Background: an optimization exercise with open tools, aiming at small area. Do not read the settings as production practice.
Only simulation tests tie the RTL to the original design; equivalence was not proved.

==> flow/design.v, too long to show whole: its modules and the start of the top module <==
// module Systolic_CONV_MAC_top: 142 lines
// module fa: 4 lines
// module ha: 4 lines
// module seln: 3 lines
// module selp: 3 lines
// module dotp: 1166 lines
module Systolic_CONV_MAC_top
(
    input clk,
    input rst_n,
    input relu,
    input [2:0] out_data_width,
    input dat_vld,
    input [127:0] dat,
    input CHinKyKx_max_now,
    input Wout_loop_start,
    input Wout_loop_end,
    input CHinKyKxWout_loop_end,
    input wt_vld,
    input [127:0] wt,
    input [2:0] wt_cnt,
    input [5:0] conv_out_shift,
    output reg conv_out_dat_vld,
    output reg [63:0] conv_out_dat
);
  // ...
==> flow/run.sh <==
#!/bin/bash
# synth_recipe.tcl (not shown) runs the flow's synth.tcl, then flattens the netlist and writes it again
# the make line also repeats each setting of config.mk as NAME=value (left out here)
make -C /OpenROAD-flow-scripts/flow DESIGN_CONFIG=/design/flow/config.mk WORK_HOME=/design/flow/orfs CLKGATE_MAP_FILE= SYNTH_SCRIPT=/design/flow/synth_recipe.tcl finish
==> flow/config.mk <==
export PLATFORM = sky130hd
export DESIGN_NAME = Systolic_CONV_MAC_top
export DESIGN_NICKNAME = Systolic_CONV_MAC_top
export VERILOG_FILES = /design/flow/design.v
export SDC_FILE = /design/flow/constraint.sdc
export NUM_CORES = 8
export LEC_CHECK = 0
export CAP_MARGIN = 20
export CORE_MARGIN = 2
export CORE_UTILIZATION = 40
export CTS_CLUSTER_DIAMETER = 80
export CTS_CLUSTER_SIZE = 24
export PLACE_DENSITY = 0.45
export SLEW_MARGIN = 20
export SYNTH_HIERARCHICAL = 1
==> flow/constraint.sdc <==
create_clock -name core_clock -period 8.5 [get_ports {clk}]
set_input_delay 1.7000 -clock core_clock [delete_from_list [all_inputs] [get_ports {clk}]]
set_output_delay 1.7000 -clock core_clock [all_outputs]
set_load 0.01 [all_outputs]
==> results.toml, run 1 <==
[synthesis]
syn-mean-instance-area_um2 = 14.2
synth_fa_ha_area_share_pct = 30.1
synth_top_area_share_pct = 36.2
synth_most_common_cell = "a222oi_1"
synth_commonest_cells = "a222oi_1, fa_1, edfxtp_1"
ys_dominant_reg_cell = "edfxtp_1"
synth_top_family_by_area = "adder cells"
synth_xor_area_share_pct = 1.53

[setup_path]
cp_num_buf_inv = 0
r2r_cells = 16
cp.arrival_ns = 9.28
cpMaxStageDelayCell = "fa_1"
cp-startpoint = "wa[0][50]"

[finish]
clock_cell_area_share_pct = 3.16
largestRegisters = "g_acc.acc x2048, wa x1024, wl x1024"
nClkBuffers = 381
multi_input_cells = 17696
dominant-cell-class = "multi-input gates"
multi_input_comb_area_mm2 = 0.201
fin_area_mm2 = 0.389

[min_path]
holdPathStages = 0

[route]
ant_nets = 0
wirelength_mm = 1680
wl_met3_mm = 218

[clock_tree]
ctsResizeCount = 0
postCtsSetupRepairBufs = 0

[run]
maxCapViolCount = 0

[run_status]
status = "timing/DRC/antenna clean"
==> run 2: changes to the inputs <==
--- a/flow/config.mk
+++ b/flow/config.mk
@@ -10,4 +10,4 @@
 export CORE_UTILIZATION = 40
-export CTS_CLUSTER_DIAMETER = 80
-export CTS_CLUSTER_SIZE = 24
+export CTS_CLUSTER_DIAMETER = 110
+export CTS_CLUSTER_SIZE = 22
 export PLACE_DENSITY = 0.45
==> results.toml, run 2 <==
[setup_path]
cp_num_buf_inv = 0
cp_cell_sequence = "ha_1, o21ai_1, nor3_1, mux2_2, or4_1, a222oi_1, fa_1, fa_1, fa_1, fa_1, fa_1, fa_1, fa_1, fa_1, fa_1, fa_1"
critPathTopFamily = "adder cells"
cp_max_fo = 9
cp-end-kind = "register"
required_ns = 9.47
cp-start-kind = "register"
cpMaxStageDelayCell = "fa_1"
cpMostUsedCell = "fa_1"
cp.arrival_ns = 9.27
max_stage_delay_ns = 0.95
path_class = "reg2reg"

[synthesis]
synth_top_area_share_pct = 36.2
synth-seq-cells = 4535
synthArstFlopShare_pct = 0.331
synth_edf_count = 4096
syn-instance-count = 23887
ys_warn_count = 33
ys_top_cells_by_area = "edfxtp_1, fa_1, a222oi_1"
synth_top_cell_by_area = "edfxtp_1"
yosysSeqAreaShare_pct = 38.8
ys_dominant_reg_cell = "edfxtp_1"
ys_types = 123
syn-mean-instance-area_um2 = 14.2
synth_most_common_cell = "a222oi_1"
synth_area_mm2 = 0.340
synth_commonest_cells = "a222oi_1, fa_1, edfxtp_1"

[placement]
place_ws_ns = -0.474
io_buffers = 339
dp_hpwl_mm = 1310
routabilityCongestion = 1.04
place_inst = 37631

[sta]
hold_violations = 0
tightest_slew_ns = 1.24
slew_violations = 0
rsz0062_at_grt = "no"
period_share_pct = 97.7
maxSlewHeadroom_pct = 17.2
period_minus_slack_ns = 8.31
fmax_mhz = 120
setup_violations = 0
worst_slack_ns = 0.192
clock_skew_ns = 0.121

[floorplanning]
initial_utilization_pct = 40.1
die_area_mm2 = 0.856
rows = 338
die_w_um = 925
die_y_um = 925
num_io_pins = 342
core_mm2 = 0.847

[finish]
final_cell_mix = "a222oi_1, fa_1, edfxtp_1, buf_4, inv_1"
register_area_mm2 = 0.132
final_cells = 38465
syn_to_final_growth_pct = 13.8
layout-drive-gt1-share_pct = 12.6
top_register = "g_acc.acc"
largestRegisters = "g_acc.acc x2048, wa x1024, wl x1024"
final_common_cell = "a222oi_1"
multi_input_comb_area_mm2 = 0.201
largest_reg_flops = 2048
layout.nets = 32428
fillCellCount = 76414

[route]
dr.pass1.iters = 22
wire_per_inst_um = 43.8
vias = 276789
drc = 0
ant_nets = 0
initialDrtViolationCount = 68407
wirelength_mm = 1680
vias_per_cell = 7.20

[clock_tree]
h-tree-depth = 5
clk_latency_ns = 1.11
holdBufCountCts = 0
clk_pin_slew_ns = 0.10
cts_buffer_depth = 4
root_buffer = "clkbuf_16"
cts_buffers = 280
cts_sinks = 4535
tritoncts = "yes"

[grt]
grt_overflow = 0
track_usage_pct = 38.0
grt_max_degree = 124
grt_first_pass_wirelength_mm = 2270
antenna_found_initial = 174
grt_pass1_vias = 266678

[min_path]
hold_path_class = "reg2reg"

[run]
maxCapViolCount = 0

[run_status]
status = "timing/DRC/antenna clean"
==> run 2: cell counts after synthesis <==
No cell type changed its count.
==> run 2: worst paths after layout <==
check	start	end	slack, ns	cells past startpoint
worst max register to register	wa[0][50]	r1_q[0][2]	0.19	16
max in group asynchronous	rst_n	wfull	7.11	1
min in group asynchronous	rst_n	m2	0.99	1
worst min-delay path	wl[7][82]	wa[7][82]	0.32	0
worst max-delay path	wa[0][50]	r1_q[0][2]	0.19	16
worst min register to register	wl[7][82]	wa[7][82]	0.32	0
==> run 2: layout make-up <==
class                      instances  area share, %
tap                            11220           3.63
inverter                        1314           1.28
sequential                      4535           34.1
timing repair buffer            2871           6.24
multi-input combinational      17696           52.1
clock inverter                   105          0.458
clock buffer                     390           1.95
antenna                          334          0.216
==> run 2: kinds of logic after synthesis <==
logic type | share of synthesized area [%]
AO/OA/AOI/OAI | 21.0
XOR/XNOR | 1.53
adder cells (fa/ha/maj) | 30.1
buffers and inverters | 2.17
flip-flops | 38.8
multiplexers | 0.650
other | 0.00995
AND/OR/NAND/NOR | 5.65
==> run 2: metrics by stage <==
step | hold slack (ns) | util, % | setup TNS [ns] | instance area [um2]
floorplan | 0.331 | - | -9253.01 | 340000
global placement | 0.334 | 44.4 | -15.74 | 376000
detailed placement | 0.339 | 44.4 | -15.68 | 376000
CTS | 0.306 | 45.5 | 0 | 386000
global route | 0.321 | 45.6 | 0 | 386000
finish | 0.318 | 45.6 | 0 | 386000
==> run 2: per-module statistics from Yosys, one instance, submodules excluded <==
module                 flip-flops and latches  copies in the design
Systolic_CONV_MAC_top                    4535                     1
seln                                        0                  4416
fa                                          0                  4440
dotp                                        0                     8
ha                                          0                    88
selp                                        0                   960
==> run 2: what timing repair did <==
item | 4_1_cts | 5_1_grt
setup endpoints to repair | 0 | 8
buffers inserted | 0 | 1
gates resized for setup | 0 | 1
==> run 2: routing by layer <==
metal  global-route usage [%]  share of wire [%]  up-vias
li1                         -                  -   108541
met1                     48.6                 37   144235
met2                     54.5                 42    20444
met3                     13.2                 13     3501
met4                     25.2                7.7       68
met5                    0.232              0.042        -
==> run 3: changes to the inputs <==
--- a/flow/config.mk
+++ b/flow/config.mk
@@ -10,5 +10,5 @@
 export CORE_UTILIZATION = 40
-export CTS_CLUSTER_DIAMETER = 110
-export CTS_CLUSTER_SIZE = 22
-export PLACE_DENSITY = 0.45
+export CTS_CLUSTER_DIAMETER = 120
+export CTS_CLUSTER_SIZE = 20
+export PLACE_DENSITY = 0.55
 export SLEW_MARGIN = 20
==> results.toml, run 3 <==
[clock_tree]
postCtsSetupRepairBufs = 0
cts_buffers = 292
cts_sinks = 4535
holdBufCountCts = 0
h-tree-depth = 5
cts_buffer_depth = 4
root_buffer = "clkbuf_16"
clk_pin_slew_ns = 0.09
tritoncts = "yes"
clk_latency_ns = 1.12

[route]
dr.pass1.iters = 31
dr_wl_met2_mm = 737
initialDrtViolationCount = 72279
vias = 280643
wire_per_inst_um = 46.2
vias_per_cell = 7.24
drc = 0
wl_met3_mm = 234
highest_layer = "met5"
ant_nets = 1
met1_length_mm = 628
wirelength_mm = 1790

[sta]
tightest_slew_ns = 1.35
maxSlewHeadroom_pct = 10.1
slew_violations = 0
period_minus_slack_ns = 8.39
setup_tns_ns = 0
worst_slack_ns = 0.113
period_share_pct = 98.7
hold_violations = 0
clock_skew_ns = 0.0818
rsz0062_at_grt = "no"
setup_violations = 0
fmax_mhz = 119

[floorplanning]
die_y_um = 925
die_w_um = 925
initial_utilization_pct = 40.1
num_io_pins = 342
core_mm2 = 0.847
rows = 338
die_area_mm2 = 0.856

[synthesis]
ys_types = 123
synth_top_cell_by_area = "edfxtp_1"
synthArstFlopShare_pct = 0.331
syn-mean-instance-area_um2 = 14.2
synth_area_mm2 = 0.340
ys_warn_count = 33
syn-instance-count = 23887
ys_dominant_reg_cell = "edfxtp_1"
synth_commonest_cells = "a222oi_1, fa_1, edfxtp_1"
synth_edf_count = 4096
yosysSeqAreaShare_pct = 38.8
synth-seq-cells = 4535
synth_top_area_share_pct = 36.2
synth_most_common_cell = "a222oi_1"
ys_top_cells_by_area = "edfxtp_1, fa_1, a222oi_1"

[finish]
largest_reg_flops = 2048
layout.nets = 32770
fillCellCount = 75959
layout-drive-gt1-share_pct = 13.5
register_area_mm2 = 0.132
multi_input_comb_area_mm2 = 0.201
final_common_cell = "a222oi_1"
final_core_util_pct = 45.9
largestRegisters = "g_acc.acc x2048, wa x1024, wl x1024"
syn_to_final_growth_pct = 14.3
final_cell_mix = "a222oi_1, fa_1, edfxtp_1, buf_4, inv_1"
top_register = "g_acc.acc"

[setup_path]
cpMaxStageDelayCell = "fa_1"
cp-start-kind = "register"
cp-end-kind = "register"
cp_cell_sequence = "ha_1, fa_1, xor2_1, a222oi_1, fa_1, fa_1, fa_1, fa_1, fa_1, fa_1, fa_1, fa_1, fa_1, fa_1, fa_1, fa_1"
cpMostUsedCell = "fa_1"
max_stage_delay_ns = 0.80
cp_max_fo = 9
rrSetupSlack_ns = 0.11
cp.arrival_ns = 9.36
critPathTopFamily = "adder cells"
required_ns = 9.47
path_class = "reg2reg"
cp_num_buf_inv = 0

[placement]
place_ws_ns = -0.454
io_buffers = 339
dp_hpwl_mm = 1400
routabilityCongestion = 1.09

[grt]
antenna_found_initial = 230
track_usage_pct = 40.5
grt_first_pass_wirelength_mm = 2390
grt_max_degree = 142
grt_pass1_vias = 271246
grt_overflow = 0

[run_status]
status = "finished with violations"
failed_checks = "antenna rules"

[run]
maxCapViolCount = 0

[min_path]
hold_path_class = "reg2reg"
## run 3: kinds of logic (layout without fill, tap and decap cells)
logic type	Yosys count	in the layout	synth area share (%)
compound gates	7960	7960	21.0
xor+xnor	590	590	1.53
fa+ha+maj	5454	5454	30.1
buf+inv	1719	5021	2.17
flops	4535	4535	38.8
mux	180	180	0.650
other cells	9	364	0.00995
simple gates	3440	3440	5.65
## run 3: what timing repair did
item | 4_1_cts | 5_1_grt
endpoints found under the setup margin | 0 | 8
gates resized for setup | 0 | 2
hold endpoints to repair | 0 | 0
## run 3: modules after synthesis (local to each module, per instance)
module / cell area, um2 / flops+latches / cells
seln: 10.0 / 0 / 1
Systolic_CONV_MAC_top: 161000 / 4535 / 8871
selp: 13.8 / 0 / 2
ha: 12.5 / 0 / 1
fa: 20.0 / 0 / 1
dotp: 3920 / 0 / 519
## run 3: routing by layer
metal | vias up | track usage (%)
li1 | 109192 | -
met1 | 145528 | 49.7
met2 | 21665 | 57.0
met3 | 4156 | 14.1
met4 | 102 | 34.4
met5 | - | 0.0498
## run 3: final timing paths
| path | from | end | cells after the start |
|---|---|---|---|
| setup reg to reg | wa[6][24] | r1_q[6][2] | 16 |
| setup / recovery | wa[6][24] | r1_q[6][2] | 16 |
| min in group asynchronous | rst_n | wfull | 1 |
| hold reg to reg | v1 | v2 | 0 |
| hold / removal | v1 | v2 | 0 |
| max in group asynchronous | rst_n | ptr[2] | 1 |
## run 3: cell type report
cell class,count,area share (%)
tap,11220,3.62
timing repair buffer,3201,6.75
clock inverter,79,0.310
antenna,292,0.188
clock buffer,427,2.04
sequential,4535,34.0
inverter,1314,1.27
multi-input combinational,17696,51.8
## run 3: stage by stage
stage          hold slack (ns)  cells  cell area (um2)
6_report                 0.354  38764           388000
3_5_place_dp             0.336  37960           378000
5_1_grt                  0.371  38559           388000
3_3_place_gp             0.334  37953           378000
4_1_cts                  0.349  38466           387000
2_1_floorplan            0.331  23950           340000

separate check: timing with driven ports:
The results above use ideal ports. As a check the final layouts listed here were re-extracted and re-timed, cells and wires unchanged.
Step 1 (the two cells are an assumption about what drives the block):
set clk [get_ports {clk}]
set_driving_cell -lib_cell sky130_fd_sc_hd__clkbuf_16 $clk
set_driving_cell -lib_cell sky130_fd_sc_hd__buf_2 [delete_from_list [all_inputs] $clk]
Step 2, shift: input delay + t, output delay - t, t = (earliest + latest rising clock arrival at the registers) / 2. This alone moves slack from input paths to output paths.
Three values: no drivers, after step 1, after step 2; two values: the first two.
run	shift t [ns]	slack for setup (ns)	hold slack, ns	worst setup path at the end	cell pins on the clock port's net
run 1	1.268	0.189 / 0.189 / -0.575	0.346 / 0.346 / 0.346	input to register	1
run 2	1.216	0.192 / 0.192 / -0.640	0.318 / 0.318 / 0.318	input to register	1
run 3	1.259	0.113 / 0.113 / -0.591	0.354 / 0.354 / 0.354	input to register	1
The setup slack of run 2, which loses most, moves by 0.000 ns with the drivers and by -0.832 ns with both steps.
